Context: an optimization exercise on an open-source flow, tuned for small area. The choices shown serve that exercise and are no tape-out recipe. The RTL was checked by simulation tests, not by an equivalence proof against the original design. Power is estimated from default activity; no workload was simulated.

File: design/flow/constraint.sdc
create_clock -name core_clock -period 12.0 [get_ports {clk}]
set_input_delay 2.4000 -clock core_clock [delete_from_list [all_inputs] [get_ports {clk}]]
set_output_delay 2.4000 -clock core_clock [all_outputs]
set_load 0.01 [all_outputs]
File: design/flow/run.sh
#!/bin/bash
# synth_recipe.tcl (not shown) runs the flow's synth.tcl, then flattens the netlist and writes it again
# the make line also repeats each setting of config.mk as NAME=value (left out here)
make -C /OpenROAD-flow-scripts/flow DESIGN_CONFIG=/design/flow/config.mk WORK_HOME=/design/flow/orfs CLKGATE_MAP_FILE= SYNTH_SCRIPT=/design/flow/synth_recipe.tcl finish
File: design/flow/config.mk
export PLATFORM = sky130hd
export DESIGN_NAME = game_core
export DESIGN_NICKNAME = game_core
export VERILOG_FILES = /design/flow/design.v
export SDC_FILE = /design/flow/constraint.sdc
export NUM_CORES = 4
export LEC_CHECK = 0
export CAP_MARGIN = 20
export CORE_MARGIN = 2
export CORE_UTILIZATION = 40
export SLEW_MARGIN = 20
File: design/flow/design.v
module mbullet #(parameter int DIR = 0)    
(
    input  logic       clk, rst, fe,
    input  logic       keep,               
    input  logic [9:0] px20, py20,         
    input  logic [9:0] cx, cy,             
    input  logic       cxok, cyok,         
    output logic [9:0] bx, by,
    output logic       hit
);
    function automatic logic ge10(input logic [9:0] a, input logic [9:0] b);
        logic g;
        g = 1'b1;
        for (int i = 0; i < 10; i++)
            g = (a[i] & ~b[i]) | (a[i] & g) | (~b[i] & g);
        ge10 = g;
    endfunction
    function automatic logic [9:0] add10(input logic [9:0] a, input logic [9:0] b);
        logic c;
        c = 1'b0;
        for (int i = 0; i < 10; i++) begin
            add10[i] = a[i] ^ b[i] ^ c;
            c = (a[i] & b[i]) | (a[i] & c) | (b[i] & c);
        end
    endfunction
    logic st, mv;                          
    logic [9:0] xin, yin;
    logic miss, inbox;
    wire m = fe & mv;
    always_comb begin
        xin = bx;
        yin = by;
        case (DIR)
            0: xin = add10(bx, {{8{m}}, 2'b00});
            1: xin = add10(bx, {7'd0, m, 2'b00});
            2: yin = add10(by, {{8{m}}, 2'b00});
            default: yin = add10(by, {7'd0, m, 2'b00});
        endcase
    end
    assign miss  = ge10(10'd40, yin) || (ge10(yin, 10'd434) && ge10(10'd1018, yin)) ||
                   ge10(10'd40, xin) || (ge10(xin, 10'd594) && ge10(10'd1018, xin));
    function automatic logic [10:0] sub10(input logic [9:0] a, input logic [9:0] b);
        logic c;
        c = 1'b1;
        for (int i = 0; i < 10; i++) begin
            sub10[i] = a[i] ^ ~b[i] ^ c;
            c = (a[i] & ~b[i]) | (a[i] & c) | (~b[i] & c);
        end
        sub10[10] = ~c;
    endfunction
    wire [10:0] hx = sub10(xin, cx);
    wire [10:0] hy = sub10(yin, cy);
    assign inbox = !hx[10] && ge10(10'd40, hx[9:0]) && cxok &&
                   !hy[10] && ge10(10'd40, hy[9:0]) && cyok;
    assign hit   = !st && !miss && inbox;
    always_ff @(posedge clk) begin
        if (rst || !keep || (fe && st) || (!st && (miss || inbox))) begin
            bx <= px20;
            by <= py20;
            mv <= 1'b0;
        end else begin
            bx <= xin;
            by <= yin;
            mv <= mv | fe;
        end
        if (rst)
            st <= 1'b1;
        else if (st)
            st <= 1'b0;
        else
            st <= miss || inbox;
    end
endmodule
module game_core(
    input  logic        clk,
    input  logic        reset,           
    input  logic        frame_clk,       
    input  logic [15:0] keycode,
    input  logic [9:0]  DrawX, DrawY,    
    output logic [2:0]  Health,
    output logic        active_key,
    output logic        dungeon_frame1, dungeon_frame2, dungeon_frame3,
    output logic        initial_frame, final_frame, game_over,
    output logic [9:0]  Monster_X, Monster_Y, Monster_X_2, Monster_Y_2,
    output logic [9:0]  monster_bullet_X_L, monster_bullet_Y_L,
                        monster_bullet_X_R, monster_bullet_Y_R,
                        monster_bullet_X_U, monster_bullet_Y_U,
                        monster_bullet_X_D, monster_bullet_Y_D,
    output logic [9:0]  bullet_X, bullet_Y,
    output logic [9:0]  char_frame_X, char_frame_Y,
    output logic        character_frame,
    output logic        is_character, is_monster1, is_monster2, is_monster3,
    output logic        is_bullet, is_bullet_l, is_bullet_r, is_bullet_u, is_bullet_d,
    output logic        is_heart, is_key,
    output logic [18:0] char_ra, background_ra, monster1_ra, monster2_ra, monster3_ra,
    output logic [18:0] bullet_ra, bullet_l_ra, bullet_r_ra, bullet_u_ra, bullet_d_ra,
    output logic [18:0] heart_ra, key_ra
);
    function automatic logic [10:0] sub10(input logic [9:0] a, input logic [9:0] b);
        logic c;
        c = 1'b1;
        for (int i = 0; i < 10; i++) begin
            sub10[i] = a[i] ^ ~b[i] ^ c;
            c = (a[i] & ~b[i]) | (a[i] & c) | (~b[i] & c);
        end
        sub10[10] = ~c;
    endfunction
    function automatic logic ge10(input logic [9:0] a, input logic [9:0] b);
        logic g;
        g = 1'b1;
        for (int i = 0; i < 10; i++)
            g = (a[i] & ~b[i]) | (a[i] & g) | (~b[i] & g);
        ge10 = g;
    endfunction
    function automatic logic ge8(input logic [7:0] a, input logic [7:0] b);
        logic g;
        g = 1'b1;
        for (int i = 0; i < 8; i++)
            g = (a[i] & ~b[i]) | (a[i] & g) | (~b[i] & g);
        ge8 = g;
    endfunction
    function automatic logic [9:0] add10(input logic [9:0] a, input logic [9:0] b);
        logic c;
        c = 1'b0;
        for (int i = 0; i < 10; i++) begin
            add10[i] = a[i] ^ b[i] ^ c;
            c = (a[i] & b[i]) | (a[i] & c) | (b[i] & c);
        end
    endfunction
    function automatic logic [15:0] add16(input logic [15:0] a, input logic [15:0] b,
                                          input logic cin);
        logic c;
        c = cin;
        for (int i = 0; i < 16; i++) begin
            add16[i] = a[i] ^ b[i] ^ c;
            c = (a[i] & b[i]) | (a[i] & c) | (b[i] & c);
        end
    endfunction
    function automatic logic [11:0] mul42(input logic [5:0] y, input logic [5:0] x);
        logic [15:0] y5, s;
        y5 = add16({8'd0, y, 2'b00}, {10'd0, y}, 1'b0);                    
        s  = add16({5'd0, y, 5'd0}, {10'd0, x}, 1'b0);                     
        s  = add16(s, {y5[14:0], 1'b0}, 1'b0);                             
        mul42 = s[11:0];
    endfunction
    logic fdly, fe;
    always_ff @(posedge clk) begin
        fdly <= frame_clk;
        fe   <= frame_clk & ~fdly;
    end
    localparam logic [2:0] S_START = 3'd0, S_L1 = 3'd1, S_W1 = 3'd2, S_W2 = 3'd3,
                           S_L2 = 3'd4, S_L3 = 3'd5, S_END = 3'd6, S_GO = 3'd7;
    logic [2:0] st, st_n;
    logic F1, F2, F3, Fkey, N2, N3, akey;
    logic F1_n, F2_n, F3_n, Fkey_n, N2_n, N3_n, akey_n;
    logic soft_reset;
    logic [2:0] health;
    logic [9:0] cx, cy;                   
    logic eng_finish, eng_hit;
    logic [1:0] last;                     
    wire inL1 = st == S_L1;
    wire inL2 = st == S_L2;
    wire inL3 = st == S_L3;
    wire act  = (inL1 & ~F1) | (inL2 & ~F2) | (inL3 & ~F3);
    wire [1:0] lvl = inL1 ? 2'd1 : inL2 ? 2'd2 : 2'd3;
    wire fin  = eng_finish & (act | (last == lvl));
    wire die  = health == 3'd0;
    wire k28 = keycode == 16'h0028;
    wire k29 = keycode == 16'h0029;
    wire k44 = keycode == 16'd44;
    wire cx_300_330 = ge10(cx, 10'd300) && ge10(10'd330, cx);
    wire cy_210_230 = ge10(cy, 10'd210) && ge10(10'd230, cy);
    always_comb begin
        st_n = st;
        F1_n = F1; F2_n = F2; F3_n = F3;
        Fkey_n = Fkey; N2_n = N2; N3_n = N3; akey_n = akey;
        soft_reset = 1'b0;
        case (st)
            S_START:
                if (k28) begin
                    st_n = S_L1;
                    soft_reset = 1'b1;
                    Fkey_n = 1'b0;
                    akey_n = 1'b0;
                end
            S_L1:
                if (fin)
                    F1_n = 1'b1;
                else if ((F1 && ge10(cx, 10'd540) && ge10(cy, 10'd220) && ge10(10'd260, cy)) || k44) begin
                    N2_n = 1'b1;
                    st_n = S_W1;
                end else if (F1 && cx_300_330 && ge10(10'd60, cy)) begin
                    N3_n = 1'b1;
                    st_n = S_W1;
                end else if (die)
                    st_n = S_GO;
            S_W1: begin
                st_n = S_W2;
                soft_reset = 1'b1;
            end
            S_W2: begin
                soft_reset = 1'b1;
                if (N2) begin
                    st_n = S_L2;
                    N2_n = 1'b0;
                end else if (N3) begin
                    st_n = S_L3;
                    N3_n = 1'b0;
                end else
                    st_n = S_L1;
            end
            S_L2:
                if (fin && !F2) begin
                    akey_n = 1'b1;
                    F2_n = 1'b1;
                end else if (akey && cx_300_330 && cy_210_230) begin
                    akey_n = 1'b0;
                    Fkey_n = 1'b1;
                end else if (F2 && Fkey && cy_210_230 && ge10(10'd60, cx))
                    st_n = S_W1;
                else if (die)
                    st_n = S_GO;
            S_L3:
                if (fin)
                    F3_n = 1'b1;
                else if (F3 && cx_300_330 && ge10(cy, 10'd380))
                    st_n = S_W1;
                else if (die)
                    st_n = S_GO;
                else if (F3 && Fkey && cx_300_330 && cy_210_230)
                    st_n = S_END;
            default: begin        
                soft_reset = 1'b1;
                if (k29) begin
                    F1_n = 1'b0; F2_n = 1'b0; F3_n = 1'b0;
                    st_n = S_START;
                end
            end
        endcase
    end
    always_ff @(posedge clk) begin
        if (reset) begin
            st <= S_START;
            F1 <= 1'b0; F2 <= 1'b0; F3 <= 1'b0;
            Fkey <= 1'b0; N2 <= 1'b0; N3 <= 1'b0; akey <= 1'b0;
        end else begin
            st <= st_n;
            F1 <= F1_n; F2 <= F2_n; F3 <= F3_n;
            Fkey <= Fkey_n; N2 <= N2_n; N3 <= N3_n; akey <= akey_n;
        end
    end
    always_ff @(posedge clk) begin
        if (reset)
            health <= 3'b111;
        else if (act) begin
            if (eng_hit)
                health <= health - 3'd1;
        end else if (!(inL1 | inL2 | inL3 | st == S_W1 | st == S_W2))
            health <= 3'b111;
    end
    always_ff @(posedge clk)
        if (act)
            last <= lvl;
    logic nact;
    logic [1:0] nlvl;
    always_comb begin
        nact = 1'b0;
        nlvl = 2'd1;
        if (st == S_START)
            nact = k28 & ~F1;
        else if (st == S_W2) begin
            if (N2) begin
                nlvl = 2'd2;
                nact = ~F2;
            end else if (N3) begin
                nlvl = 2'd3;
                nact = ~F3;
            end else
                nact = ~F1;
        end
    end
    wire hard = nact & ~reset & (last != nlvl);
    wire erst = ~act;
    wire keep = ~reset & ((st_n == S_L1 & ~F1_n) | (st_n == S_L2 & ~F2_n) | (st_n == S_L3 & ~F3_n));
    assign Health = health;
    assign active_key = akey;
    assign dungeon_frame1 = inL1;
    assign dungeon_frame2 = inL2;
    assign dungeon_frame3 = inL3;
    assign initial_frame = st == S_START;
    assign final_frame = st == S_END;
    assign game_over = st == S_GO;
    logic [1:0] cxm, cym;      
    logic [1:0] cxm_n, cym_n;
    logic cpic, cpic_n;
    wire [7:0] klo = keycode[7:0];
    wire [7:0] khi = keycode[15:8];
    wire cy_top = ge10(10'd40, cy);
    wire cy_bot = ge10(cy, 10'd389) && ge10(10'd973, cy);
    wire cx_rgt = ge10(cx, 10'd557) && ge10(10'd981, cx);
    wire cx_lft = ge10(10'd40, cx);
    wire xmv = fe & cxm[1];
    wire ymv = fe & cym[1];
    wire [9:0] cx_in = add10(cx, {{8{xmv & cxm[0]}}, xmv, 1'b0});
    wire [9:0] cy_in = add10(cy, {{8{ymv & cym[0]}}, ymv, 1'b0});
    always_comb begin
        cxm_n = (keycode == 16'd0) ? 2'b00 : cxm;
        cym_n = (keycode == 16'd0) ? 2'b00 : cym;
        cpic_n = cpic;
        if (fe) begin
            case (keycode)
                16'h001a: begin cym_n = 2'b11; cxm_n = 2'b00; end
                16'h0004: begin cxm_n = 2'b11; cym_n = 2'b00; cpic_n = 1'b1; end
                16'h0016: begin cym_n = 2'b10; cxm_n = 2'b00; end
                16'h0007: begin cxm_n = 2'b10; cym_n = 2'b00; cpic_n = 1'b0; end
                16'h1a04, 16'h041a: begin cxm_n = 2'b11; cym_n = 2'b11; cpic_n = 1'b1; end
                16'h1a07, 16'h071a: begin cxm_n = 2'b10; cym_n = 2'b11; cpic_n = 1'b0; end
                16'h0416, 16'h1604: begin cxm_n = 2'b11; cym_n = 2'b10; cpic_n = 1'b1; end
                16'h1607, 16'h0716: begin cxm_n = 2'b10; cym_n = 2'b10; cpic_n = 1'b0; end
                default: ;
            endcase
            if (cy_bot && (klo == 8'h16 || khi == 8'h16))
                cym_n = 2'b00;
            else if (cy_top && (klo == 8'h1a || khi == 8'h1a))
                cym_n = 2'b00;
            if (cx_rgt && klo == 8'h07) begin
                cxm_n = 2'b00;
                if (cy_top || cy_bot)
                    cym_n = 2'b00;
            end else if (cx_lft && klo == 8'h04) begin
                cxm_n = 2'b00;
                if (cy_top || cy_bot)
                    cym_n = 2'b00;
            end
        end
    end
    always_ff @(posedge clk) begin
        if (reset || soft_reset) begin
            cx <= 10'd50;
            cy <= 10'd50;
            cxm <= 2'b00;
            cym <= 2'b00;
            cpic <= 1'b0;
        end else begin
            cx <= cx_in;
            cy <= cy_in;
            cxm <= cxm_n;
            cym <= cym_n;
            cpic <= cpic_n;
        end
    end
    assign char_frame_X = cx;
    assign char_frame_Y = cy;
    assign character_frame = cpic;
    logic [1:0] h1;
    logic [9:0] p1x, p1y;
    logic [7:0] c1;
    logic [1:0] d1;            
    logic [1:0] m1;            
    logic [1:0] m1_n;
    logic pb_hit1, pb_hit2;    
    wire [9:0] q1x = hard ? 10'd320 : p1x;
    wire [9:0] q1y = hard ? 10'd240 : p1y;
    always_comb begin
        m1_n = ge8(c1, 8'd120) ? 2'd0 : m1;
        if (fe) begin
            if (d1 == 2'b00)
                m1_n = ge10(10'd40, p1y) ? 2'd0 : 2'd3;
            else if (d1 == 2'b01)
                m1_n = 2'd1;
            else
                m1_n = (ge10(p1x, 10'd579) && ge10(10'd1003, p1x)) ? 2'd0 : 2'd2;
        end
    end
    wire m1l = fe & (m1 == 2'd1);
    wire m1r = fe & (m1 == 2'd2);
    wire m1u = fe & (m1 == 2'd3);
    wire [9:0] p1x_mv = add10(p1x, {{9{m1l}}, m1l | m1r});
    wire [9:0] p1y_mv = add10(p1y, {10{m1u}});
    wire [7:0] c1_inc = 8'(add10({2'b0, c1}, {9'd0, fe}));
    always_ff @(posedge clk) begin
        begin
            if (pb_hit1 && !hard)
                h1 <= h1 - 2'd1;
            else if (erst)
                h1 <= 2'd3;
            if (h1 == 2'd0 && !hard) begin
                p1x <= 10'd0;
                p1y <= 10'd0;
            end else if (erst) begin
                p1x <= 10'd320;
                p1y <= 10'd240;
            end else begin
                p1x <= p1x_mv;
                p1y <= p1y_mv;
            end
            m1 <= erst ? 2'd0 : m1_n;
            if (!ge8(8'd240, c1) || erst)
                c1 <= 8'd0;
            else
                c1 <= c1_inc;
        end
        if (!ge10(cx, q1x))
            d1 <= 2'b01;
        else if (!ge10(cy, q1y))
            d1 <= 2'b00;
        else
            d1 <= 2'b11;
    end
    logic [1:0] h2;
    logic [9:0] p2x, p2y;
    logic [7:0] c2;
    logic [1:0] d2;            
    logic [2:0] m2;            
    logic [2:0] m2_n;
    wire [9:0] q2x = hard ? 10'd200 : p2x;
    wire [9:0] q2y = hard ? 10'd300 : p2y;
    wire [10:0] ex = sub10(q2x, cx);
    wire [10:0] ey = sub10(q2y, cy);
    wire sx = ex[10];
    wire sy = ey[10];
    wire [15:0] es = add16({{5{sx}}, ex}, {{5{sy}}, ey} ^ {16{sx ~^ sy}}, sx ~^ sy);
    wire ahor = sx ? (es[15] | (es == 16'd0)) : !es[15];
    wire [1:0] d2_n = ahor ? (sx ? 2'b11 : 2'b01) : (sy ? 2'b10 : 2'b00);
    always_comb begin
        m2_n = ge8(8'd80, c2) ? 3'd0 : m2;
        if (fe) begin
            case (d2)
                2'b00: m2_n = ge10(10'd40, p2y) ? 3'd0 : 3'b100;
                2'b01: m2_n = 3'b101;
                2'b10: m2_n = (ge10(p2y, 10'd419) && ge10(10'd1003, p2y)) ? 3'd0 : 3'b110;
                default: m2_n = (ge10(p2x, 10'd579) && ge10(10'd1003, p2x)) ? 3'd0 : 3'b111;
            endcase
        end
    end
    wire m2u = fe & (m2 == 3'b100);
    wire m2l = fe & (m2 == 3'b101);
    wire m2d = fe & (m2 == 3'b110);
    wire m2r = fe & (m2 == 3'b111);
    wire [9:0] p2x_mv = add10(p2x, {{8{m2l}}, m2r, m2l | m2r});
    wire [9:0] p2y_mv = add10(p2y, {{8{m2u}}, m2d, m2u | m2d});
    wire [7:0] c2_inc = 8'(add10({2'b0, c2}, {9'd0, fe}));
    always_ff @(posedge clk) begin
        begin
            if (pb_hit2 && !hard)
                h2 <= h2 - 2'd1;
            else if (erst)
                h2 <= 2'd3;
            if (h2 == 2'd0 && !hard) begin
                p2x <= 10'd0;
                p2y <= 10'd0;
            end else if (erst) begin
                p2x <= 10'd200;
                p2y <= 10'd300;
            end else begin
                p2x <= p2x_mv;
                p2y <= p2y_mv;
            end
            m2 <= erst ? 3'd0 : m2_n;
            if (!ge8(8'd160, c2) || erst)
                c2 <= 8'd0;
            else
                c2 <= c2_inc;
        end
        d2 <= d2_n;
    end
    wire [10:0] tx = sub10(cx, p2x);
    wire [10:0] ty = sub10(cy, p2y);
    wire m2_touch = !tx[10] && ge10(10'd20, tx[9:0]) && ge10(10'd1003, p2x) &&
                    !ty[10] && ge10(10'd20, ty[9:0]) && ge10(10'd1003, p2y);
    wire [9:0] p1x20 = keep ? (hard ? 10'd340 : add10(p1x, 10'd20)) : 10'd0;
    wire [9:0] p1y20 = keep ? (hard ? 10'd260 : add10(p1y, 10'd20)) : 10'd0;
    wire cxok = ge10(10'd983, cx);
    wire cyok = ge10(10'd983, cy);
    logic [9:0] blx, bly, brx, bry, bux, buy, bdx, bdy;
    logic bl_hit, br_hit, bu_hit, bd_hit;
    mbullet #(.DIR(0)) mb_l(.clk(clk), .rst(erst), .fe(fe), .keep(keep), .px20(p1x20), .py20(p1y20),
                            .cx(cx), .cy(cy), .cxok(cxok), .cyok(cyok),
                            .bx(blx), .by(bly), .hit(bl_hit));
    mbullet #(.DIR(1)) mb_r(.clk(clk), .rst(erst), .fe(fe), .keep(keep), .px20(p1x20), .py20(p1y20),
                            .cx(cx), .cy(cy), .cxok(cxok), .cyok(cyok),
                            .bx(brx), .by(bry), .hit(br_hit));
    mbullet #(.DIR(2)) mb_u(.clk(clk), .rst(erst), .fe(fe), .keep(keep), .px20(p1x20), .py20(p1y20),
                            .cx(cx), .cy(cy), .cxok(cxok), .cyok(cyok),
                            .bx(bux), .by(buy), .hit(bu_hit));
    mbullet #(.DIR(3)) mb_d(.clk(clk), .rst(erst), .fe(fe), .keep(keep), .px20(p1x20), .py20(p1y20),
                            .cx(cx), .cy(cy), .cxok(cxok), .cyok(cyok),
                            .bx(bdx), .by(bdy), .hit(bd_hit));
    logic pst;                 
    logic [1:0] pdir;          
    logic pmv;
    logic [9:0] pbx, pby;
    wire pm = fe & pmv & ~pst;
    wire pmu = pm & (pdir == 2'd0);
    wire pmr = pm & (pdir == 2'd1);
    wire pmd = pm & (pdir == 2'd2);
    wire pml = pm & (pdir == 2'd3);
    wire [9:0] pxin = add10(pbx, {{7{pml}}, pml | pmr, 2'b00});
    wire [9:0] pyin = add10(pby, {{7{pmu}}, pmu | pmd, 2'b00});
    wire pmiss = ge10(10'd40, pyin) || (ge10(pyin, 10'd434) && ge10(10'd1018, pyin)) ||
                 ge10(10'd40, pxin) || (ge10(pxin, 10'd594) && ge10(10'd1018, pxin));
    wire [10:0] g1x = sub10(pxin, p1x);
    wire [10:0] g1y = sub10(pyin, p1y);
    wire [10:0] g2x = sub10(pxin, p2x);
    wire [10:0] g2y = sub10(pyin, p2y);
    wire pbox1 = !g1x[10] && ge10(10'd40, g1x[9:0]) && ge10(10'd983, p1x) &&
                 !g1y[10] && ge10(10'd40, g1y[9:0]) && ge10(10'd983, p1y);
    wire pbox2 = !g2x[10] && ge10(10'd40, g2x[9:0]) && ge10(10'd983, p2x) &&
                 !g2y[10] && ge10(10'd40, g2y[9:0]) && ge10(10'd983, p2y);
    assign pb_hit1 = !pst && !pmiss && pbox1;
    assign pb_hit2 = !pst && !pmiss && !pbox1 && pbox2;
    wire pend = !pst && (pmiss || pbox1 || pbox2);
    always_ff @(posedge clk) begin
        if (erst || (fe && pst) || pend) begin
            pbx <= add10(cx, 10'd20);
            pby <= add10(cy, 10'd20);
            pmv <= 1'b0;
        end else begin
            pbx <= pxin;
            pby <= pyin;
            pmv <= pmv | fe;
        end
        if (erst)
            pst <= 1'b1;
        else if (pst) begin
            if (klo == 8'h52) begin
                pst <= 1'b0; pdir <= 2'd0;
            end else if (klo == 8'h51) begin
                pst <= 1'b0; pdir <= 2'd2;
            end else if (klo == 8'h50) begin
                pst <= 1'b0; pdir <= 2'd3;
            end else if (klo == 8'h4f) begin
                pst <= 1'b0; pdir <= 2'd1;
            end
        end else if (pend)
            pst <= 1'b1;
    end
    assign eng_finish = p1x == 10'd0 && p1y == 10'd0 && p2x == 10'd0 && p2y == 10'd0;
    assign eng_hit = bl_hit | br_hit | bu_hit | bd_hit | m2_touch;
    assign Monster_X = act ? p1x : 10'd0;
    assign Monster_Y = act ? p1y : 10'd0;
    assign Monster_X_2 = act ? p2x : 10'd0;
    assign Monster_Y_2 = act ? p2y : 10'd0;
    assign monster_bullet_X_L = blx;
    assign monster_bullet_Y_L = bly;
    assign monster_bullet_X_R = brx;
    assign monster_bullet_Y_R = bry;
    assign monster_bullet_X_U = bux;
    assign monster_bullet_Y_U = buy;
    assign monster_bullet_X_D = bdx;
    assign monster_bullet_Y_D = bdy;
    assign bullet_X = act ? pbx : 10'd0;
    assign bullet_Y = act ? pby : 10'd0;
    wire anydf = inL1 | inL2 | inL3;
    wire [10:0] chx = sub10(DrawX, cx);
    wire [10:0] chy = sub10(DrawY, cy);
    wire cbox = !chx[10] && !ge10(chx[9:0], 10'd42) && !chy[10] && !ge10(chy[9:0], 10'd50);
    assign is_character = cbox && !(initial_frame || final_frame || game_over);
    wire xpos = xmv & ~cxm[0];
    wire ypos = ymv & ~cym[0];
    wire [5:0] lx = 6'(add10({4'd0, chx[5:0]}, {4'd0, {4{xpos}}, xmv, 1'b0}));
    wire [5:0] ly = 6'(add10({4'd0, chy[5:0]}, {4'd0, {4{ypos}}, ymv, 1'b0}));
    wire wx = xpos & (chx[5:1] == 5'd0);
    wire wy = ypos & (chy[5:1] == 5'd0);
    wire [11:0] cra = mul42(ly, lx);
    wire [9:0] kcr = wy ? (wx ? 10'd645 : 10'd630) : (wx ? 10'd15 : 10'd0);
    wire [9:0] cra_hi = add10({4'd0, cra[11:6]}, kcr);
    assign char_ra = is_character ? {3'd0, cra_hi, cra[5:0]} : 19'd0;
    wire [10:0] s1x = sub10(DrawX, Monster_X);
    wire [10:0] s1y = sub10(DrawY, Monster_Y);
    wire mbox1 = Monster_X != 10'd0 && !s1x[10] && !ge10(s1x[9:0], 10'd42) && ge10(10'd981, Monster_X) &&
                 !s1y[10] && !ge10(s1y[9:0], 10'd50) && ge10(10'd973, Monster_Y);
    assign is_monster1 = mbox1 && dungeon_frame1;
    assign is_monster2 = mbox1 && !dungeon_frame1 && (dungeon_frame2 || dungeon_frame3);
    wire [11:0] m1ra = mul42(s1y[5:0], s1x[5:0]);
    assign monster1_ra = is_monster1 ? {7'd0, m1ra} : 19'd0;
    assign monster2_ra = is_monster2 ? {7'd0, m1ra} : 19'd0;
    wire [10:0] s2x = sub10(DrawX, Monster_X_2);
    wire [10:0] s2y = sub10(DrawY, Monster_Y_2);
    wire mbox2 = Monster_X_2 != 10'd0 && !s2x[10] && !ge10(s2x[9:0], 10'd42) && ge10(10'd981, Monster_X_2) &&
                 !s2y[10] && !ge10(s2y[9:0], 10'd50) && ge10(10'd973, Monster_Y_2);
    assign is_monster3 = mbox2 && anydf;
    wire [11:0] m3ra = mul42(s2y[5:0], s2x[5:0]);
    assign monster3_ra = is_monster3 ? {7'd0, m3ra} : 19'd0;
    function automatic logic [5:0] bbox(input logic [9:0] dx, input logic [9:0] dy,
                                        input logic [9:0] bx, input logic [9:0] by);
        logic [10:0] sx, sy;
        logic [15:0] t;
        sx = sub10(dx, bx);
        sy = sub10(dy, by);
        bbox[0] = !sx[10] && sx[9:3] == 7'd0 && !ge10({7'd0, sx[2:0]}, 10'd5) && ge10(10'd1018, bx) &&
                  !sy[10] && sy[9:3] == 7'd0 && !ge10({7'd0, sy[2:0]}, 10'd5) && ge10(10'd1018, by);
        t = add16({11'd0, sy[2:0], 2'b00}, {13'd0, sy[2:0]}, 1'b0);
        t = add16(t, {13'd0, sx[2:0]}, 1'b0);
        bbox[5:1] = t[4:0];
    endfunction
    wire [5:0] bl = bbox(DrawX, DrawY, monster_bullet_X_L, monster_bullet_Y_L);
    wire [5:0] br = bbox(DrawX, DrawY, monster_bullet_X_R, monster_bullet_Y_R);
    wire [5:0] bu = bbox(DrawX, DrawY, monster_bullet_X_U, monster_bullet_Y_U);
    wire [5:0] bd = bbox(DrawX, DrawY, monster_bullet_X_D, monster_bullet_Y_D);
    wire [5:0] bp = bbox(DrawX, DrawY, bullet_X, bullet_Y);
    assign is_bullet_l = bl[0] && !ge10(10'd20, monster_bullet_X_L) && !ge10(10'd20, monster_bullet_Y_L);
    assign is_bullet_r = br[0] && !ge10(10'd20, monster_bullet_X_R) && !ge10(10'd20, monster_bullet_Y_R);
    assign is_bullet_u = bu[0] && !ge10(10'd20, monster_bullet_X_U) && !ge10(10'd20, monster_bullet_Y_U);
    assign is_bullet_d = bd[0] && !ge10(10'd20, monster_bullet_X_D) && !ge10(10'd20, monster_bullet_Y_D);
    assign is_bullet   = bp[0] && bullet_X != 10'd0 && bullet_Y != 10'd0;
    assign bullet_l_ra = is_bullet_l ? 19'(bl[5:1]) : 19'd0;
    assign bullet_r_ra = is_bullet_r ? 19'(br[5:1]) : 19'd0;
    assign bullet_u_ra = is_bullet_u ? 19'(bu[5:1]) : 19'd0;
    assign bullet_d_ra = is_bullet_d ? 19'(bd[5:1]) : 19'd0;
    assign bullet_ra   = is_bullet   ? 19'(bp[5:1]) : 19'd0;
    wire [15:0] hmax = add16({9'd0, health, 4'b0}, {11'd0, health, 2'b0}, 1'b0);
    assign is_heart = !ge10(DrawX, hmax[9:0]) && !ge10(DrawY, 10'd20) && anydf;
    wire [15:0] h3 = add16({10'd0, DrawY[4:0], 1'b0}, {11'd0, DrawY[4:0]}, 1'b0);
    wire [15:0] hx4 = add16({h3[13:0], 2'b00}, {8'd0, DrawX[7:0]}, 1'b0);
    wire [15:0] hra = add16(hx4, {4'd0, DrawY[4:0], 7'd0}, 1'b0);
    assign heart_ra = is_heart ? {7'd0, hra[11:0]} : 19'd0;
    assign is_key = akey && ge10(DrawX, 10'd300) && !ge10(DrawX, 10'd360) &&
                    ge10(DrawY, 10'd210) && !ge10(DrawY, 10'd245);
    wire [5:0] kx = 6'(add10({4'd0, DrawX[5:0]}, 10'd20));    
    wire [5:0] ky = 6'(add10({4'd0, DrawY[5:0]}, 10'd46));    
    wire [15:0] kra = add16({4'd0, ky, kx}, ~{8'd0, ky, 2'b00}, 1'b1);
    assign key_ra = is_key ? {7'd0, kra[11:0]} : 19'd0;
    wire [15:0] bg5 = add16({5'd0, DrawY[9:1], 2'b00}, {7'd0, DrawY[9:1]}, 1'b0);
    wire [15:0] bgh = add16(bg5, {13'd0, DrawX[9:7]}, 1'b0);
    assign background_ra = {bgh[12:0], DrawX[6:1]};
endmodule
==> flow_summary.toml, run 1 <==
[detailed_routing]
drtPass1Iterations = 6
routedWlPerCell_um = 27.3
drtIter0Drc = 1985
vias_per_cell = 5.58
finalWirelength_um = 111000
vias = 22743
ant_nets = 0
post-route-drc-count = 0

[timing]
timing.final.crit_share = 0.981
slew_headroom = 0.222
timing.fmax_ghz = 0.0849
tightest_slew_ns = 1.15
fin_crit_ns = 11.77
maxSlewViolCount = 0
setup_viol = 0
hold_viol = 0
final.setup_skew_ns = 0.0233

[placed_design]
hpwl_um = 89400
numPortBuffers = 336
place_area_um2 = 31300
place_congestion = 1.02
dpl.cell_count = 4017

[synthesis]
synthCells = 2793
yosys_warnings = 5
synth_cell_type_count = 83
synth_edf_count = 58
synth-seq-cells = 219
synth_flop_cell = "dfxtp_1"
syn_area_um2 = 26800
ys_async_sr_fraction = 0
avgSynthCellArea_um2 = 9.59
yosysSeqAreaShare = 0.185

[cells_and_area]
final_cell_mix = "inv_1 (470), fa_1 (412), clkdlybuf4s50_1 (332)"
final_area_um2 = 32400
nNetsFinal = 3852
syn_to_final_growth_pct = 21.1
mostFrequentLayoutCell = "inv_1"
n_fill_cell = 6138
layoutNonFillerInstCount = 4074
drive_gt1_frac = 0.0673

[clocking]
cts_buffers = 29
h-tree-depth = 1
clkTransAtPathRegs_ns = 0.06
ctsHoldBuffers = 0
cts.sinks = 219
clk_latency_ns = 0.61
cts_tree = "yes"
cts_buffer_depth = 3
cts_root_buf = "clkbuf_16"

[critical_path]
crit_arrival_ns = 9.37
end_kind = "output pin"
path_class = "input port to output pin"
reg2reg_depth = 37
crit_fanout = 2
cp-start-kind = "input port"
worstPathCellList = "clkdlybuf4s50_1 -> buf_6 -> inv_1 -> ha_1 -> inv_1 -> fa_2 -> fa_2 -> fa_2 -> fa_1 -> inv_1 -> fa_2 -> fa_1 -> fa_2 -> inv_2 -> fa_1 -> fa_2 -> fa_2 -> fa_2 -> fa_2 -> fa_2 -> ha_1 -> ha_1 -> and2_1 -> clkdlybuf4s15_1"
slowest_stage = "fa_1"
cpMostUsedCell = "fa_2"
cpPeakStageDelay_ns = 0.58
critPathRequiredTime_ns = 9.60

[global_route]
grtUsageMet2 = 0.495
busiest_layer = "met2"
grt_max_degree = 61
grt_overflow = 0
antenna_found_initial = 4
grt_pass1_vias = 23193
gr-usage-met1 = 0.422
track_usage = 0.320
grt_pass1_wl_um = 161000
met3_usage = 0.0925

[die]
fp.dieW_um = 263
pin_count = 449
dieArea_um2 = 69100
initial_core_util = 0.406
die_height_um = 263
rows = 94
core_area_um2 = 66000

[pwr]
p_per_area_nw_per_um2 = 77.4
power_leakage_nw = 14.5
ir_drop_uv = 104

[outcome]
status = "complete, no violations"

[worst_hold_path]
min_path_cells = 1
hp-class = "register to register"

[run]
maxCapViolations = 0
==> state kept, by name, indices dropped and copies added (netlist names), 9 cells and up <==
register	flops
cy	9
mb_l.by	10
mb_l.bx	10
p2y	10
pbx	9
p1x	10
p1y	10
mb_u.bx	10
mb_r.by	10
mb_d.by	10
pby	9
mb_u.by	10
cx	9
p2x	10
mb_r.bx	10
mb_d.bx	10
==> synthesized netlist by cell type (all sizes together) (51+ instances only) <==
master,n,area share
inv,474,0.066
fa,426,0.32
ha,201,0.094
nor2,178,0.025
dfxtp,161,0.12
nand2,140,0.020
buf,136,0.036
a21oi,126,0.024
and2,115,0.027
o21ai,85,0.016
edfxtp,58,0.065
nand4,57,0.013
clkbuf,51,0.0071
==> report_power, final <==
group          switching [mW]  internal, mW
clock network           0.389         0.634
registers              0.0265         0.769
logic                   0.409         0.280
==> through the flow <==
stage	power, mW	utilization	setup TNS (ns)	hold WS [ns]	setup slack [ns]
2_1_floorplan	1.23	-	0	0.367	0.0625
3_3_place_gp	1.47	0.474	-0.767	0.395	-0.350
3_5_place_dp	1.49	0.474	-0.896	0.397	-0.382
4_1_cts	2.51	0.490	0	0.408	0.00103
5_1_grt	2.63	0.491	-0.0167	0.459	-0.0118
6_report	2.51	0.491	0	0.406	0.225
==> critical path: cells and delay by family <==
family                   cells  cell delay (ns)
buffers and inverters        7             1.02
adder cells (fa/ha/maj)     16             5.81
AND/OR/NAND/NOR              1             0.13
==> worst paths after layout <==
kind	startpoint	to	slack, ns
hold / removal	fdly$_DFF_P_	fe$_DFF_P_	0.41
setup reg to reg	st[2]$_SDFF_PP0_	d2[0]$_DFF_P_	2.43
setup / recovery	DrawY[1]	char_ra[14]	0.23
hold reg to reg	fdly$_DFF_P_	fe$_DFF_P_	0.41
==> metal layers <==
layer  up-vias  routed length [um]
met5         -                  89
met1     11527               45400
li1       9812                   -
met3       195               11400
met2      1205               49300
met4         4                4980
==> repair_timing <==
item | 4_1_cts | 5_1_grt
setup buffers | 0 | 1
pin swaps | 2 | 12
setup endpoints to repair | 4 | 4
gates resized for setup | 7 | 18
==> cell families (layout without fill, tap and decap cells) <==
logic type	after synthesis	in the layout	share of synthesized area
simple gates	767	767	0.152
buf+inv	662	967	0.110
fa+ha+maj	635	635	0.415
compound gates	393	393	0.0958
flops	219	219	0.185
xor+xnor	61	61	0.0199
mux	55	55	0.0216
other cells	1	113	0.000140
==> layout make-up <==
type                            instances  area [um^2]  share of cell area
Tap cell                              864         1080              0.0333
Timing Repair Buffer                  438         4150               0.128
Multi-Input combinational cell       2023        19300               0.596
Antenna cell                            1         2.50           0.0000772
Inverter                              475         1780              0.0550
Clock inverter                         20          328              0.0101
Clock buffer                           34          774              0.0239
Sequential cell                       219         4960               0.153
==> run 2, diff against run 1 <==
--- a/design/flow/design.v
+++ b/design/flow/design.v
@@ -105,6 +105,16 @@
         end
         sub10[10] = ~c;
     endfunction
+    function automatic logic [10:0] nsub10(input logic [9:0] na, input logic [9:0] b);
+        logic c;
+        logic [9:0] t;
+        c = 1'b0;
+        for (int i = 0; i < 10; i++) begin
+            t[i] = na[i] ^ b[i] ^ c;
+            c = (na[i] & b[i]) | (na[i] & c) | (b[i] & c);
+        end
+        nsub10 = {c, ~t};
+    endfunction
     function automatic logic ge10(input logic [9:0] a, input logic [9:0] b);
         logic g;
         g = 1'b1;
@@ -136,12 +146,187 @@
             c = (a[i] & b[i]) | (a[i] & c) | (b[i] & c);
         end
     endfunction
+    function automatic logic [15:0] mul42w(input logic [5:0] y, input logic [5:0] x, input logic wx, input logic wy);
+        logic s0, k0, s1, k1, s2, k2, s3, k3, s4, k4, s5, k5, s6, k6, s7, k7, s8, k8, s9, k9, s10, k10, s11, k11, s12, k12, s13, k13, s14, k14, s15, k15, s16, k16, s17, k17, s18, k18, s19, k19, s20, k20, s21, k21, s22, k22, s23, k23;
+        s0 = x[1] ^ y[0];
+        k0 = x[1] & y[0];
+        s1 = x[2] ^ y[1] ^ k0;
+        k1 = (x[2] & y[1]) | (x[2] & k0) | (y[1] & k0);
+        s2 = x[3] ^ y[2] ^ y[0];
+        k2 = (x[3] & y[2]) | (x[3] & y[0]) | (y[2] & y[0]);
+        s3 = k1 ^ s2;
+        k3 = k1 & s2;
+        s4 = x[4] ^ y[3] ^ y[1];
+        k4 = (x[4] & y[3]) | (x[4] & y[1]) | (y[3] & y[1]);
+        s5 = k2 ^ k3 ^ s4;
+        k5 = (k2 & k3) | (k2 & s4) | (k3 & s4);
+        s6 = x[5] ^ y[4] ^ y[2];
+        k6 = (x[5] & y[4]) | (x[5] & y[2]) | (y[4] & y[2]);
+        s7 = y[0] ^ k4 ^ k5;
+        k7 = (y[0] & k4) | (y[0] & k5) | (k4 & k5);
+        s8 = s6 ^ s7;
+        k8 = s6 & s7;
+        s9 = y[5] ^ y[3] ^ y[1];
+        k9 = (y[5] & y[3]) | (y[5] & y[1]) | (y[3] & y[1]);
+        s10 = wx ^ k6 ^ k7;
+        k10 = (wx & k6) | (wx & k7) | (k6 & k7);
+        s11 = k8 ^ s9 ^ s10;
+        k11 = (k8 & s9) | (k8 & s10) | (s9 & s10);
+        s12 = y[4] ^ y[2] ^ wx;
+        k12 = (y[4] & y[2]) | (y[4] & wx) | (y[2] & wx);
+        s13 = wy ^ k9 ^ k10;
+        k13 = (wy & k9) | (wy & k10) | (k9 & k10);
+        s14 = k11 ^ s12 ^ s13;
+        k14 = (k11 & s12) | (k11 & s13) | (s12 & s13);
+        s15 = y[5] ^ y[3] ^ wx;
+        k15 = (y[5] & y[3]) | (y[5] & wx) | (y[3] & wx);
+        s16 = wy ^ k12 ^ k13;
+        k16 = (wy & k12) | (wy & k13) | (k12 & k13);
+        s17 = k14 ^ s15 ^ s16;
+        k17 = (k14 & s15) | (k14 & s16) | (s15 & s16);
+        s18 = y[4] ^ wx ^ k15;
+        k18 = (y[4] & wx) | (y[4] & k15) | (wx & k15);
+        s19 = k16 ^ k17 ^ s18;
+        k19 = (k16 & k17) | (k16 & s18) | (k17 & s18);
+        s20 = y[5] ^ wy ^ k18;
+        k20 = (y[5] & wy) | (y[5] & k18) | (wy & k18);
+        s21 = k19 ^ s20;
+        k21 = k19 & s20;
+        s22 = wy ^ k20 ^ k21;
+        k22 = (wy & k20) | (wy & k21) | (k20 & k21);
+        s23 = wy ^ k22;
+        k23 = wy & k22;
+        mul42w = {wy, 1'b0, k23, s23, s22, s21, s19, s17, s14, s11, s8, s5, s3, s1, s0, x[0]};
+    endfunction
     function automatic logic [11:0] mul42(input logic [5:0] y, input logic [5:0] x);
-        logic [15:0] y5, s;
-        y5 = add16({8'd0, y, 2'b00}, {10'd0, y}, 1'b0);                    
-        s  = add16({5'd0, y, 5'd0}, {10'd0, x}, 1'b0);                     
-        s  = add16(s, {y5[14:0], 1'b0}, 1'b0);                             
-        mul42 = s[11:0];
+        logic s0, k0, s1, k1, s2, k2, s3, k3, s4, k4, s5, k5, s6, k6, s7, k7, s8, k8, s9, k9, s10, k10, s11, k11, s12, k12, s13, k13, s14, k14, s15, k15, s16, k16, s17, k17;
+        s0 = x[1] ^ y[0];
+        k0 = x[1] & y[0];
+        s1 = x[2] ^ y[1] ^ k0;
+        k1 = (x[2] & y[1]) | (x[2] & k0) | (y[1] & k0);
+        s2 = x[3] ^ y[2] ^ y[0];
+        k2 = (x[3] & y[2]) | (x[3] & y[0]) | (y[2] & y[0]);
+        s3 = k1 ^ s2;
+        k3 = k1 & s2;
+        s4 = x[4] ^ y[3] ^ y[1];
+        k4 = (x[4] & y[3]) | (x[4] & y[1]) | (y[3] & y[1]);
+        s5 = k2 ^ k3 ^ s4;
+        k5 = (k2 & k3) | (k2 & s4) | (k3 & s4);
+        s6 = x[5] ^ y[4] ^ y[2];
+        k6 = (x[5] & y[4]) | (x[5] & y[2]) | (y[4] & y[2]);
+        s7 = y[0] ^ k4 ^ k5;
+        k7 = (y[0] & k4) | (y[0] & k5) | (k4 & k5);
+        s8 = s6 ^ s7;
+        k8 = s6 & s7;
+        s9 = y[5] ^ y[3] ^ y[1];
+        k9 = (y[5] & y[3]) | (y[5] & y[1]) | (y[3] & y[1]);
+        s10 = k6 ^ k7 ^ k8;
+        k10 = (k6 & k7) | (k6 & k8) | (k7 & k8);
+        s11 = s9 ^ s10;
+        k11 = s9 & s10;
+        s12 = y[4] ^ y[2] ^ k9;
+        k12 = (y[4] & y[2]) | (y[4] & k9) | (y[2] & k9);
+        s13 = k10 ^ k11 ^ s12;
+        k13 = (k10 & k11) | (k10 & s12) | (k11 & s12);
+        s14 = y[5] ^ y[3] ^ k12;
+        k14 = (y[5] & y[3]) | (y[5] & k12) | (y[3] & k12);
+        s15 = k13 ^ s14;
+        k15 = k13 & s14;
+        s16 = y[4] ^ k14 ^ k15;
+        k16 = (y[4] & k14) | (y[4] & k15) | (k14 & k15);
+        s17 = y[5] ^ k16;
+        k17 = y[5] & k16;
+        mul42 = {k17, s17, s16, s15, s13, s11, s8, s5, s3, s1, s0, x[0]};
+    endfunction
+    function automatic logic [11:0] mul140(input logic [4:0] y, input logic [7:0] x);
+        logic s0, k0, s1, k1, s2, k2, s3, k3, s4, k4, s5, k5, s6, k6, s7, k7, s8, k8, s9, k9, s10, k10, s11, k11, s12, k12, s13, k13, s14, k14;
+        s0 = x[2] ^ y[0];
+        k0 = x[2] & y[0];
+        s1 = x[3] ^ y[1] ^ y[0];
+        k1 = (x[3] & y[1]) | (x[3] & y[0]) | (y[1] & y[0]);
+        s2 = k0 ^ s1;
+        k2 = k0 & s1;
+        s3 = x[4] ^ y[2] ^ y[1];
+        k3 = (x[4] & y[2]) | (x[4] & y[1]) | (y[2] & y[1]);
+        s4 = k1 ^ k2 ^ s3;
+        k4 = (k1 & k2) | (k1 & s3) | (k2 & s3);
+        s5 = x[5] ^ y[3] ^ y[2];
+        k5 = (x[5] & y[3]) | (x[5] & y[2]) | (y[3] & y[2]);
+        s6 = k3 ^ k4 ^ s5;
+        k6 = (k3 & k4) | (k3 & s5) | (k4 & s5);
+        s7 = x[6] ^ y[4] ^ y[3];
+        k7 = (x[6] & y[4]) | (x[6] & y[3]) | (y[4] & y[3]);
+        s8 = k5 ^ k6 ^ s7;
+        k8 = (k5 & k6) | (k5 & s7) | (k6 & s7);
+        s9 = x[7] ^ y[4] ^ y[0];
+        k9 = (x[7] & y[4]) | (x[7] & y[0]) | (y[4] & y[0]);
+        s10 = k7 ^ k8 ^ s9;
+        k10 = (k7 & k8) | (k7 & s9) | (k8 & s9);
+        s11 = y[1] ^ k9 ^ k10;
+        k11 = (y[1] & k9) | (y[1] & k10) | (k9 & k10);
+        s12 = y[2] ^ k11;
+        k12 = y[2] & k11;
+        s13 = y[3] ^ k12;
+        k13 = y[3] & k12;
+        s14 = y[4] ^ k13;
+        k14 = y[4] & k13;
+        mul140 = {s14, s13, s12, s11, s10, s8, s6, s4, s2, s0, x[1], x[0]};
+    endfunction
+    function automatic logic [4:0] mul5(input logic [2:0] y, input logic [2:0] x);
+        logic s0, k0, s1, k1, s2, k2, s3, k3, s4, k4, s5, k5;
+        s0 = x[0] ^ y[0];
+        k0 = x[0] & y[0];
+        s1 = x[1] ^ y[1] ^ k0;
+        k1 = (x[1] & y[1]) | (x[1] & k0) | (y[1] & k0);
+        s2 = x[2] ^ y[2] ^ y[0];
+        k2 = (x[2] & y[2]) | (x[2] & y[0]) | (y[2] & y[0]);
+        s3 = k1 ^ s2;
+        k3 = k1 & s2;
+        s4 = y[1] ^ k2 ^ k3;
+        k4 = (y[1] & k2) | (y[1] & k3) | (k2 & k3);
+        s5 = y[2] ^ k4;
+        k5 = y[2] & k4;
+        mul5 = {s5, s4, s3, s1, s0};
+    endfunction
+    function automatic logic [12:0] bg5(input logic [8:0] y, input logic [2:0] x);
+        logic s0, k0, s1, k1, s2, k2, s3, k3, s4, k4, s5, k5, s6, k6, s7, k7, s8, k8, s9, k9, s10, k10, s11, k11, s12, k12, s13, k13, s14, k14, s15, k15, s16, k16, s17, k17;
+        s0 = x[0] ^ y[0];
+        k0 = x[0] & y[0];
+        s1 = x[1] ^ y[1] ^ k0;
+        k1 = (x[1] & y[1]) | (x[1] & k0) | (y[1] & k0);
+        s2 = x[2] ^ y[2] ^ y[0];
+        k2 = (x[2] & y[2]) | (x[2] & y[0]) | (y[2] & y[0]);
+        s3 = k1 ^ s2;
+        k3 = k1 & s2;
+        s4 = y[3] ^ y[1] ^ k2;
+        k4 = (y[3] & y[1]) | (y[3] & k2) | (y[1] & k2);
+        s5 = k3 ^ s4;
+        k5 = k3 & s4;
+        s6 = y[4] ^ y[2] ^ k4;
+        k6 = (y[4] & y[2]) | (y[4] & k4) | (y[2] & k4);
+        s7 = k5 ^ s6;
+        k7 = k5 & s6;
+        s8 = y[5] ^ y[3] ^ k6;
+        k8 = (y[5] & y[3]) | (y[5] & k6) | (y[3] & k6);
+        s9 = k7 ^ s8;
+        k9 = k7 & s8;
+        s10 = y[6] ^ y[4] ^ k8;
+        k10 = (y[6] & y[4]) | (y[6] & k8) | (y[4] & k8);
+        s11 = k9 ^ s10;
+        k11 = k9 & s10;
+        s12 = y[7] ^ y[5] ^ k10;
+        k12 = (y[7] & y[5]) | (y[7] & k10) | (y[5] & k10);
+        s13 = k11 ^ s12;
+        k13 = k11 & s12;
+        s14 = y[8] ^ y[6] ^ k12;
+        k14 = (y[8] & y[6]) | (y[8] & k12) | (y[6] & k12);
+        s15 = k13 ^ s14;
+        k15 = k13 & s14;
+        s16 = y[7] ^ k14 ^ k15;
+        k16 = (y[7] & k14) | (y[7] & k15) | (k14 & k15);
+        s17 = y[8] ^ k16;
+        k17 = y[8] & k16;
+        bg5 = {1'b0, k17, s17, s16, s15, s13, s11, s9, s7, s5, s3, s1, s0};
     endfunction
     logic fdly, fe;
     always_ff @(posedge clk) begin
@@ -552,22 +737,22 @@
     assign bullet_X = act ? pbx : 10'd0;
     assign bullet_Y = act ? pby : 10'd0;
     wire anydf = inL1 | inL2 | inL3;
-    wire [10:0] chx = sub10(DrawX, cx);
-    wire [10:0] chy = sub10(DrawY, cy);
+    wire [9:0] nDrawX = ~DrawX;
+    wire [9:0] nDrawY = ~DrawY;
+    wire [10:0] chx = nsub10(nDrawX, cx);
+    wire [10:0] chy = nsub10(nDrawY, cy);
     wire cbox = !chx[10] && !ge10(chx[9:0], 10'd42) && !chy[10] && !ge10(chy[9:0], 10'd50);
     assign is_character = cbox && !(initial_frame || final_frame || game_over);
     wire xpos = xmv & ~cxm[0];
     wire ypos = ymv & ~cym[0];
-    wire [5:0] lx = 6'(add10({4'd0, chx[5:0]}, {4'd0, {4{xpos}}, xmv, 1'b0}));
-    wire [5:0] ly = 6'(add10({4'd0, chy[5:0]}, {4'd0, {4{ypos}}, ymv, 1'b0}));
+    wire [5:0] lx = 6'(nsub10({4'd0, nDrawX[5:0]}, {4'd0, cx_in[5:0]}));
+    wire [5:0] ly = 6'(nsub10({4'd0, nDrawY[5:0]}, {4'd0, cy_in[5:0]}));
     wire wx = xpos & (chx[5:1] == 5'd0);
     wire wy = ypos & (chy[5:1] == 5'd0);
-    wire [11:0] cra = mul42(ly, lx);
-    wire [9:0] kcr = wy ? (wx ? 10'd645 : 10'd630) : (wx ? 10'd15 : 10'd0);
-    wire [9:0] cra_hi = add10({4'd0, cra[11:6]}, kcr);
-    assign char_ra = is_character ? {3'd0, cra_hi, cra[5:0]} : 19'd0;
-    wire [10:0] s1x = sub10(DrawX, Monster_X);
-    wire [10:0] s1y = sub10(DrawY, Monster_Y);
+    wire [15:0] cra = mul42w(ly, lx, wx, wy);
+    assign char_ra = is_character ? {3'd0, cra} : 19'd0;
+    wire [10:0] s1x = nsub10(nDrawX, Monster_X);
+    wire [10:0] s1y = nsub10(nDrawY, Monster_Y);
     wire mbox1 = Monster_X != 10'd0 && !s1x[10] && !ge10(s1x[9:0], 10'd42) && ge10(10'd981, Monster_X) &&
                  !s1y[10] && !ge10(s1y[9:0], 10'd50) && ge10(10'd973, Monster_Y);
     assign is_monster1 = mbox1 && dungeon_frame1;
@@ -575,8 +760,8 @@
     wire [11:0] m1ra = mul42(s1y[5:0], s1x[5:0]);
     assign monster1_ra = is_monster1 ? {7'd0, m1ra} : 19'd0;
     assign monster2_ra = is_monster2 ? {7'd0, m1ra} : 19'd0;
-    wire [10:0] s2x = sub10(DrawX, Monster_X_2);
-    wire [10:0] s2y = sub10(DrawY, Monster_Y_2);
+    wire [10:0] s2x = nsub10(nDrawX, Monster_X_2);
+    wire [10:0] s2y = nsub10(nDrawY, Monster_Y_2);
     wire mbox2 = Monster_X_2 != 10'd0 && !s2x[10] && !ge10(s2x[9:0], 10'd42) && ge10(10'd981, Monster_X_2) &&
                  !s2y[10] && !ge10(s2y[9:0], 10'd50) && ge10(10'd973, Monster_Y_2);
     assign is_monster3 = mbox2 && anydf;
@@ -585,20 +770,17 @@
     function automatic logic [5:0] bbox(input logic [9:0] dx, input logic [9:0] dy,
                                         input logic [9:0] bx, input logic [9:0] by);
         logic [10:0] sx, sy;
-        logic [15:0] t;
-        sx = sub10(dx, bx);
-        sy = sub10(dy, by);
+        sx = nsub10(dx, bx);
+        sy = nsub10(dy, by);
         bbox[0] = !sx[10] && sx[9:3] == 7'd0 && !ge10({7'd0, sx[2:0]}, 10'd5) && ge10(10'd1018, bx) &&
                   !sy[10] && sy[9:3] == 7'd0 && !ge10({7'd0, sy[2:0]}, 10'd5) && ge10(10'd1018, by);
-        t = add16({11'd0, sy[2:0], 2'b00}, {13'd0, sy[2:0]}, 1'b0);
-        t = add16(t, {13'd0, sx[2:0]}, 1'b0);
-        bbox[5:1] = t[4:0];
-    endfunction
-    wire [5:0] bl = bbox(DrawX, DrawY, monster_bullet_X_L, monster_bullet_Y_L);
-    wire [5:0] br = bbox(DrawX, DrawY, monster_bullet_X_R, monster_bullet_Y_R);
-    wire [5:0] bu = bbox(DrawX, DrawY, monster_bullet_X_U, monster_bullet_Y_U);
-    wire [5:0] bd = bbox(DrawX, DrawY, monster_bullet_X_D, monster_bullet_Y_D);
-    wire [5:0] bp = bbox(DrawX, DrawY, bullet_X, bullet_Y);
+        bbox[5:1] = mul5(sy[2:0], sx[2:0]);
+    endfunction
+    wire [5:0] bl = bbox(nDrawX, nDrawY, monster_bullet_X_L, monster_bullet_Y_L);
+    wire [5:0] br = bbox(nDrawX, nDrawY, monster_bullet_X_R, monster_bullet_Y_R);
+    wire [5:0] bu = bbox(nDrawX, nDrawY, monster_bullet_X_U, monster_bullet_Y_U);
+    wire [5:0] bd = bbox(nDrawX, nDrawY, monster_bullet_X_D, monster_bullet_Y_D);
+    wire [5:0] bp = bbox(nDrawX, nDrawY, bullet_X, bullet_Y);
     assign is_bullet_l = bl[0] && !ge10(10'd20, monster_bullet_X_L) && !ge10(10'd20, monster_bullet_Y_L);
     assign is_bullet_r = br[0] && !ge10(10'd20, monster_bullet_X_R) && !ge10(10'd20, monster_bullet_Y_R);
     assign is_bullet_u = bu[0] && !ge10(10'd20, monster_bullet_X_U) && !ge10(10'd20, monster_bullet_Y_U);
@@ -611,9 +793,7 @@
     assign bullet_ra   = is_bullet   ? 19'(bp[5:1]) : 19'd0;
     wire [15:0] hmax = add16({9'd0, health, 4'b0}, {11'd0, health, 2'b0}, 1'b0);
     assign is_heart = !ge10(DrawX, hmax[9:0]) && !ge10(DrawY, 10'd20) && anydf;
-    wire [15:0] h3 = add16({10'd0, DrawY[4:0], 1'b0}, {11'd0, DrawY[4:0]}, 1'b0);
-    wire [15:0] hx4 = add16({h3[13:0], 2'b00}, {8'd0, DrawX[7:0]}, 1'b0);
-    wire [15:0] hra = add16(hx4, {4'd0, DrawY[4:0], 7'd0}, 1'b0);
+    wire [11:0] hra = mul140(DrawY[4:0], DrawX[7:0]);
     assign heart_ra = is_heart ? {7'd0, hra[11:0]} : 19'd0;
     assign is_key = akey && ge10(DrawX, 10'd300) && !ge10(DrawX, 10'd360) &&
                     ge10(DrawY, 10'd210) && !ge10(DrawY, 10'd245);
@@ -621,7 +801,6 @@
     wire [5:0] ky = 6'(add10({4'd0, DrawY[5:0]}, 10'd46));    
     wire [15:0] kra = add16({4'd0, ky, kx}, ~{8'd0, ky, 2'b00}, 1'b1);
     assign key_ra = is_key ? {7'd0, kra[11:0]} : 19'd0;
-    wire [15:0] bg5 = add16({5'd0, DrawY[9:1], 2'b00}, {7'd0, DrawY[9:1]}, 1'b0);
-    wire [15:0] bgh = add16(bg5, {13'd0, DrawX[9:7]}, 1'b0);
-    assign background_ra = {bgh[12:0], DrawX[6:1]};
+    wire [12:0] bgh = bg5(DrawY[9:1], DrawX[9:7]);
+    assign background_ra = {bgh, DrawX[6:1]};
 endmodule
==> design/flow/flow/run.sh (new file) <==
#!/bin/bash
# Standard layout, except that the port buffers are the platform's smallest
# buffer (buf_1) instead of the default pick. Every tool's output is kept in
# a log file in the work folder.
set -euo pipefail
bash standard.sh BUFFER_PORTS_ARGS="-buffer_cell sky130_fd_sc_hd__buf_1" finish > standard_flow.log 2>&1
==> design/flow/standard.sh (new file) <==
#!/bin/bash
# synth_recipe.tcl (not shown) runs the flow's synth.tcl, then flattens the netlist and writes it again
# the make line also repeats each setting of config.mk as NAME=value (left out here)
make -C /OpenROAD-flow-scripts/flow DESIGN_CONFIG=/design/flow/config.mk WORK_HOME=/design/flow/orfs CLKGATE_MAP_FILE= SYNTH_SCRIPT=/design/flow/synth_recipe.tcl "${@:-finish}"
removed: design/flow/run.sh
==> flow_summary.toml, run 2 <==
[outcome]
status = "complete, no violations"

[global_route]
grt_pass1_vias = 21197
track_usage = 0.288
grt_max_degree = 58
antenna_found_initial = 2
grt_pass1_wl_um = 145000
grt_overflow = 0

[placed_design]
place_area_um2 = 28900
pre_cts_slack_ns = 0.280
dpl.cell_count = 3950
hpwl_um = 79900
place_congestion = 0.982
numPortBuffers = 334

[cells_and_area]
final_area_um2 = 29800
nNetsFinal = 3754
drive_gt1_frac = 0.0692
mostFrequentLayoutCell = "inv_1"
n_fill_cell = 6484
syn_to_final_growth_pct = 11.7
final_cell_mix = "inv_1 (466), fa_1 (426), buf_1 (332)"
layoutNonFillerInstCount = 4003

[clocking]
cts_root_buf = "clkbuf_16"
cts_setup_buffers = 0
ctsHoldBuffers = 0
clkTransAtPathRegs_ns = 0.06
clk_latency_ns = 0.60
cts.sinks = 219
cts_tree = "yes"
cts_buffers = 28
ctsResizeCount = 0
cts_buffer_depth = 3
h-tree-depth = 1

[detailed_routing]
post-route-drc-count = 0
routedWlPerCell_um = 25.2
finalWirelength_um = 101000
ant_nets = 0
vias_per_cell = 5.53
drtPass1Iterations = 7
drtIter0Drc = 2083
vias = 22130

[critical_path]
path_class = "input port to output pin"
end_kind = "output pin"
cpMostUsedCell = "fa_1"
cpPeakStageDelay_ns = 0.68
crit_fanout = 7
slowest_stage = "nor4_1"
cp-start-kind = "input port"
crit_arrival_ns = 8.95
worstPathCellList = "buf_1 -> inv_1 -> fa_1 -> fa_1 -> fa_1 -> fa_1 -> fa_1 -> fa_1 -> fa_1 -> inv_1 -> fa_1 -> nor2_1 -> nand3_1 -> nor4_1 -> o21ai_0 -> nor4_2 -> and2_1 -> nor2b_1 -> buf_1"
critPathRequiredTime_ns = 9.60

[die]
dieArea_um2 = 68900
die_height_um = 262
core_area_um2 = 66000
rows = 94
fp.dieW_um = 262
initial_core_util = 0.405
pin_count = 449

[synthesis]
synth_area_leaders = "fa_1 (33%), dfxtp_1 (12%), ha_1 (7.7%)"
yosysTopAreaCell = "fa_1"
yosysSeqAreaShare = 0.186
yosys-top-cells-count = "inv_1 (466), fa_1 (434), nor2_1 (185)"
synth_cell_type_count = 88
synthCells = 2753
post-synth-top-count-cell = "inv_1"
syn_area_um2 = 26700
ys_async_sr_fraction = 0
synth_flop_cell = "dfxtp_1"
synth_edf_count = 58
synth-seq-cells = 219
avgSynthCellArea_um2 = 9.70
yosys_warnings = 5
synth.top_cell.area_share = 0.325

[timing]
hold_viol = 0
maxSlewViolCount = 0
timing.fmax_ghz = 0.0881
fin_tns_setup_ns = 0
tightest_slew_ns = 1.12
slew_headroom = 0.250
fin_crit_ns = 11.35
setup_ws_ns = 0.651
final.setup_skew_ns = 0.0177
timing.final.crit_share = 0.946
setup_viol = 0
rsz0062_at_grt = "no"

[pwr]
ir_drop_uv = 98.4
power_mw = 1.98
power_leakage_nw = 13.1
p_per_area_nw_per_um2 = 66.2

[run]
maxCapViolations = 0

[worst_hold_path]
hp-class = "register to register"
-- run 2: final cells by class --
cell class	instances	area, um^2	share of cell area
flip-flops and latches	219	4960	0.166
clock buffers	32	726	0.0243
diodes	1	2.50	0.0000839
inverters	466	1750	0.0586
clock inverters	20	220	0.00738
repair buffers	407	1800	0.0605
multi-input cells	1994	19300	0.646
well taps	864	1080	0.0362
-- run 2: final timing paths --
check | from | to | slack [ns] | cells past startpoint
hold / removal | fdly$_DFF_P_ | fe$_DFF_P_ | 0.39 | 1
hold reg to reg | fdly$_DFF_P_ | fe$_DFF_P_ | 0.39 | 1
setup / recovery | DrawX[2] | monster2_ra[0] | 0.65 | 19
setup reg to reg | st[0]$_SDFF_PP0_ | d2[0]$_DFF_P_ | 2.30 | 35
-- run 2: power by group --
part,switching (mW),internal [mW]
clock,0.379,0.505
sequential,0.000964,0.754
combinational,0.224,0.113
total,0.604,1.37
-- run 2: routing by layer --
metal	GRT usage	vias to the layer above	wire, um
met1	0.382	11074	40600
met5	0	-	0
met4	0.114	0	4410
li1	-	9645	-
met2	0.456	1213	45700
met3	0.0650	198	9990
-- run 2: worst max-delay path: cells and delay by family --
kind / cells / cell delay, ns
buf+inv: 4 / 0.84
simple gates: 6 / 1.95
fa+ha+maj: 8 / 3.48
compound gates: 1 / 0.26
-- run 2: cells by family (layout without fill, tap and decap cells) --
| group | after synthesis | count (layout) | synth area share |
|---|---|---|---|
| AOI/OAI and AO/OA | 360 | 360 | 0.0910 |
| xor gates and xnor gates | 57 | 57 | 0.0187 |
| adders and majority gates | 604 | 604 | 0.404 |
| buffers and inverters | 653 | 925 | 0.112 |
| DFF | 219 | 219 | 0.186 |
| muxes | 45 | 45 | 0.0178 |
| other | 1 | 115 | 0.000140 |
| and+or+nand+nor | 814 | 814 | 0.170 |
-- run 2: metrics by stage --
step	hold slack, ns	utilization
2_1_floorplan	0.367	-
3_3_place_gp	0.373	0.438
3_5_place_dp	0.381	0.438
4_1_cts	0.390	0.452
5_1_grt	0.399	0.452
6_report	0.393	0.452
==> run 3, diff against run 2 <==
--- a/design/flow/config.mk
+++ b/design/flow/config.mk
@@ -5,7 +5,7 @@
 export SDC_FILE = /design/flow/constraint.sdc
 export NUM_CORES = 4
 export LEC_CHECK = 0
-export CAP_MARGIN = 20
+export CAP_MARGIN = 0
 export CORE_MARGIN = 2
 export CORE_UTILIZATION = 40
-export SLEW_MARGIN = 20
+export SLEW_MARGIN = 0
==> flow_summary.toml, run 3 <==
[outcome]
status = "complete, no violations"

[pwr]
ir_drop_uv = 98.4
p_int_mw = 1.37
power_leakage_nw = 13.1
p_per_area_nw_per_um2 = 66.2
power_frac_seq = 0.382
power_frac_comb = 0.170
p_clk_frac = 0.447
switching_share = 0.306
power_mw = 1.98
net-switching-power_mw = 0.604

[detailed_routing]
drtPass1Iterations = 7
routedWlPerCell_um = 25.2
post-route-drc-count = 0
drtIter0Drc = 2083
vias_per_cell = 5.53
vias = 22130
ant_nets = 0
finalWirelength_um = 101000

[clocking]
h-tree-depth = 1
cts_buffer_depth = 3
cts.sinks = 219
clk_latency_ns = 0.60
ctsHoldBuffers = 0
cts_root_buf = "clkbuf_16"
cts_buffers = 28
clkTransAtPathRegs_ns = 0.06
ctsResizeCount = 0
cts_tree = "yes"
cts_setup_buffers = 0

[timing]
timing.final.crit_share = 0.946
fin_crit_ns = 11.35
timing.fmax_ghz = 0.0881
rsz0062_at_grt = "no"
tightest_slew_ns = 1.12
maxSlewViolCount = 0
final.setup_skew_ns = 0.0177
setup_viol = 0
slew_headroom = 0.250
hold_viol = 0
fin_tns_setup_ns = 0

[global_route]
grt_max_degree = 58
track_usage = 0.288
grt_overflow = 0
antenna_found_initial = 2
grt_pass1_wl_um = 145000
grt_pass1_vias = 21197

[die]
fp.dieW_um = 262
pin_count = 449
initial_core_util = 0.405
die_height_um = 262
rows = 94
core_area_um2 = 66000
dieArea_um2 = 68900

[synthesis]
synthAdderAreaFrac = 0.404
synth_edf_count = 58
synthMuxAreaShare = 0.0178
synth-simple-area-share = 0.170
synth_area_leaders = "fa_1 (33%), dfxtp_1 (12%), ha_1 (7.7%)"
yosys-top-cells-count = "inv_1 (466), fa_1 (434), nor2_1 (185)"
post-synth-top-count-cell = "inv_1"
ys_async_sr_fraction = 0
syn_area_um2 = 26700
synthCells = 2753
synth_cell_type_count = 88
yosys_warnings = 5
yosysSeqAreaShare = 0.186
synth_compound_area_frac = 0.0910
synth_xor_xnor_area_share = 0.0187
synth_top_family_by_area = "adder cells"
yosysTopAreaCell = "fa_1"
synth-seq-cells = 219
synth_flop_cell = "dfxtp_1"
avgSynthCellArea_um2 = 9.70
synth.top_cell.area_share = 0.325

[cells_and_area]
final_cell_mix = "inv_1 (466), fa_1 (426), buf_1 (332)"
n_fill_cell = 6484
syn_to_final_growth_pct = 11.7
layoutNonFillerInstCount = 4003
drive_gt1_frac = 0.0692
mostFrequentLayoutCell = "inv_1"
nNetsFinal = 3754

[critical_path]
r2r_slack_ns = 2.30
path_class = "input port to output pin"
r2r-end = "d2[0]$_DFF_P_"
end_kind = "output pin"
crit_fanout = 7
crit_arrival_ns = 8.95
reg2reg_depth = 35
worstReg2RegStart = "st[0]$_SDFF_PP0_"
critPathRequiredTime_ns = 9.60
cp-start-kind = "input port"

[placed_design]
hpwl_um = 79900
numPortBuffers = 334
dpl.cell_count = 3950
place_congestion = 0.982

[worst_hold_path]
min_path_cells = 1
hp-class = "register to register"
hold_end = "fe$_DFF_P_"
hp-start = "fdly$_DFF_P_"

[run]
maxCapViolations = 0
==> run 3: worst max-delay path: stages <==
cell	delay, ns
buf_1	0.09
inv_1	0.48
fa_1	0.63
fa_1	0.39
fa_1	0.39
fa_1	0.49
fa_1	0.42
fa_1	0.39
fa_1	0.37
inv_1	0.07
fa_1	0.40
nor2_1	0.11
nand3_1	0.08
nor4_1	0.68
o21ai_0	0.26
nor4_2	0.46
and2_1	0.23
nor2b_1	0.39
buf_1	0.20
==> run 3: how the worst max path moves through the flow <==
stage | from | to | slack, ns | cells after the start
after floorplan | keycode[10] | d2[0]$_DFF_P_ | 0.03 | 39
after global placement | keycode[5] | d2[0]$_DFF_P_ | 0.43 | 36
after detailed placement | keycode[8] | d2[0]$_DFF_P_ | 0.28 | 36
after CTS | DrawX[1] | char_ra[12] | 0.62 | 26
after global routing | DrawX[1] | char_ra[12] | 0.37 | 26
final | DrawX[2] | monster2_ra[0] | 0.65 | 19
==> run 3: routing by layer <==
layer	vias to the layer above	GRT usage	routed length, um
li1	9645	-	-
met1	11074	0.382	40600
met2	1213	0.456	45700
met3	198	0.0650	9990
met4	0	0.114	4410
met5	-	0	0
==> run 3: through the flow <==
| stage | hold WS, ns | cell area [um^2] | utilization | setup WS (ns) |
|---|---|---|---|---|
| final | 0.393 | 29800 | 0.452 | 0.651 |
| after global routing | 0.399 | 29800 | 0.452 | 0.367 |
| after CTS | 0.390 | 29800 | 0.452 | 0.619 |
| after detailed placement | 0.381 | 28900 | 0.438 | 0.280 |
| after global placement | 0.373 | 28900 | 0.438 | 0.431 |
| after floorplan | 0.367 | 27200 | - | 0.0325 |
==> run 3: logic make-up after synthesis <==
kind of cell             after synthesis
buffers and inverters                653
other                                  1
adder cells (fa/ha/maj)              604
XOR/XNOR                              57
AO/OA/AOI/OAI                        360
multiplexers                          45
AND/OR/NAND/NOR                      814
flip-flops                           219
==> run 3: power by group through the flow <==
stage          registers (mW)  clock network, mW  logic [mW]
6_report                0.755              0.884       0.337
4_1_cts                 0.755              0.890       0.340
2_1_floorplan           0.770                  0       0.232
5_1_grt                 0.755              0.919       0.385
3_5_place_dp            0.771                  0       0.337
3_3_place_gp            0.771                  0       0.336
==> run 3: final cells by class <==
type | instances | area, um^2 | share of cell area
Inverter | 466 | 1750 | 0.0586
Clock inverter | 20 | 220 | 0.00738
Sequential cell | 219 | 4960 | 0.166
Clock buffer | 32 | 726 | 0.0243
Antenna cell | 1 | 2.50 | 0.0000839
Timing Repair Buffer | 407 | 1800 | 0.0605
Multi-Input combinational cell | 1994 | 19300 | 0.646
Tap cell | 864 | 1080 | 0.0362

Setup slack of run 3, layout unchanged: 0.651 ns with ideal ports, 0.619 ns with driving cells assumed (clock clkbuf_16, inputs buf_2), 0.283 ns with port delays also shifted by the 0.649 ns mid clock arrival.
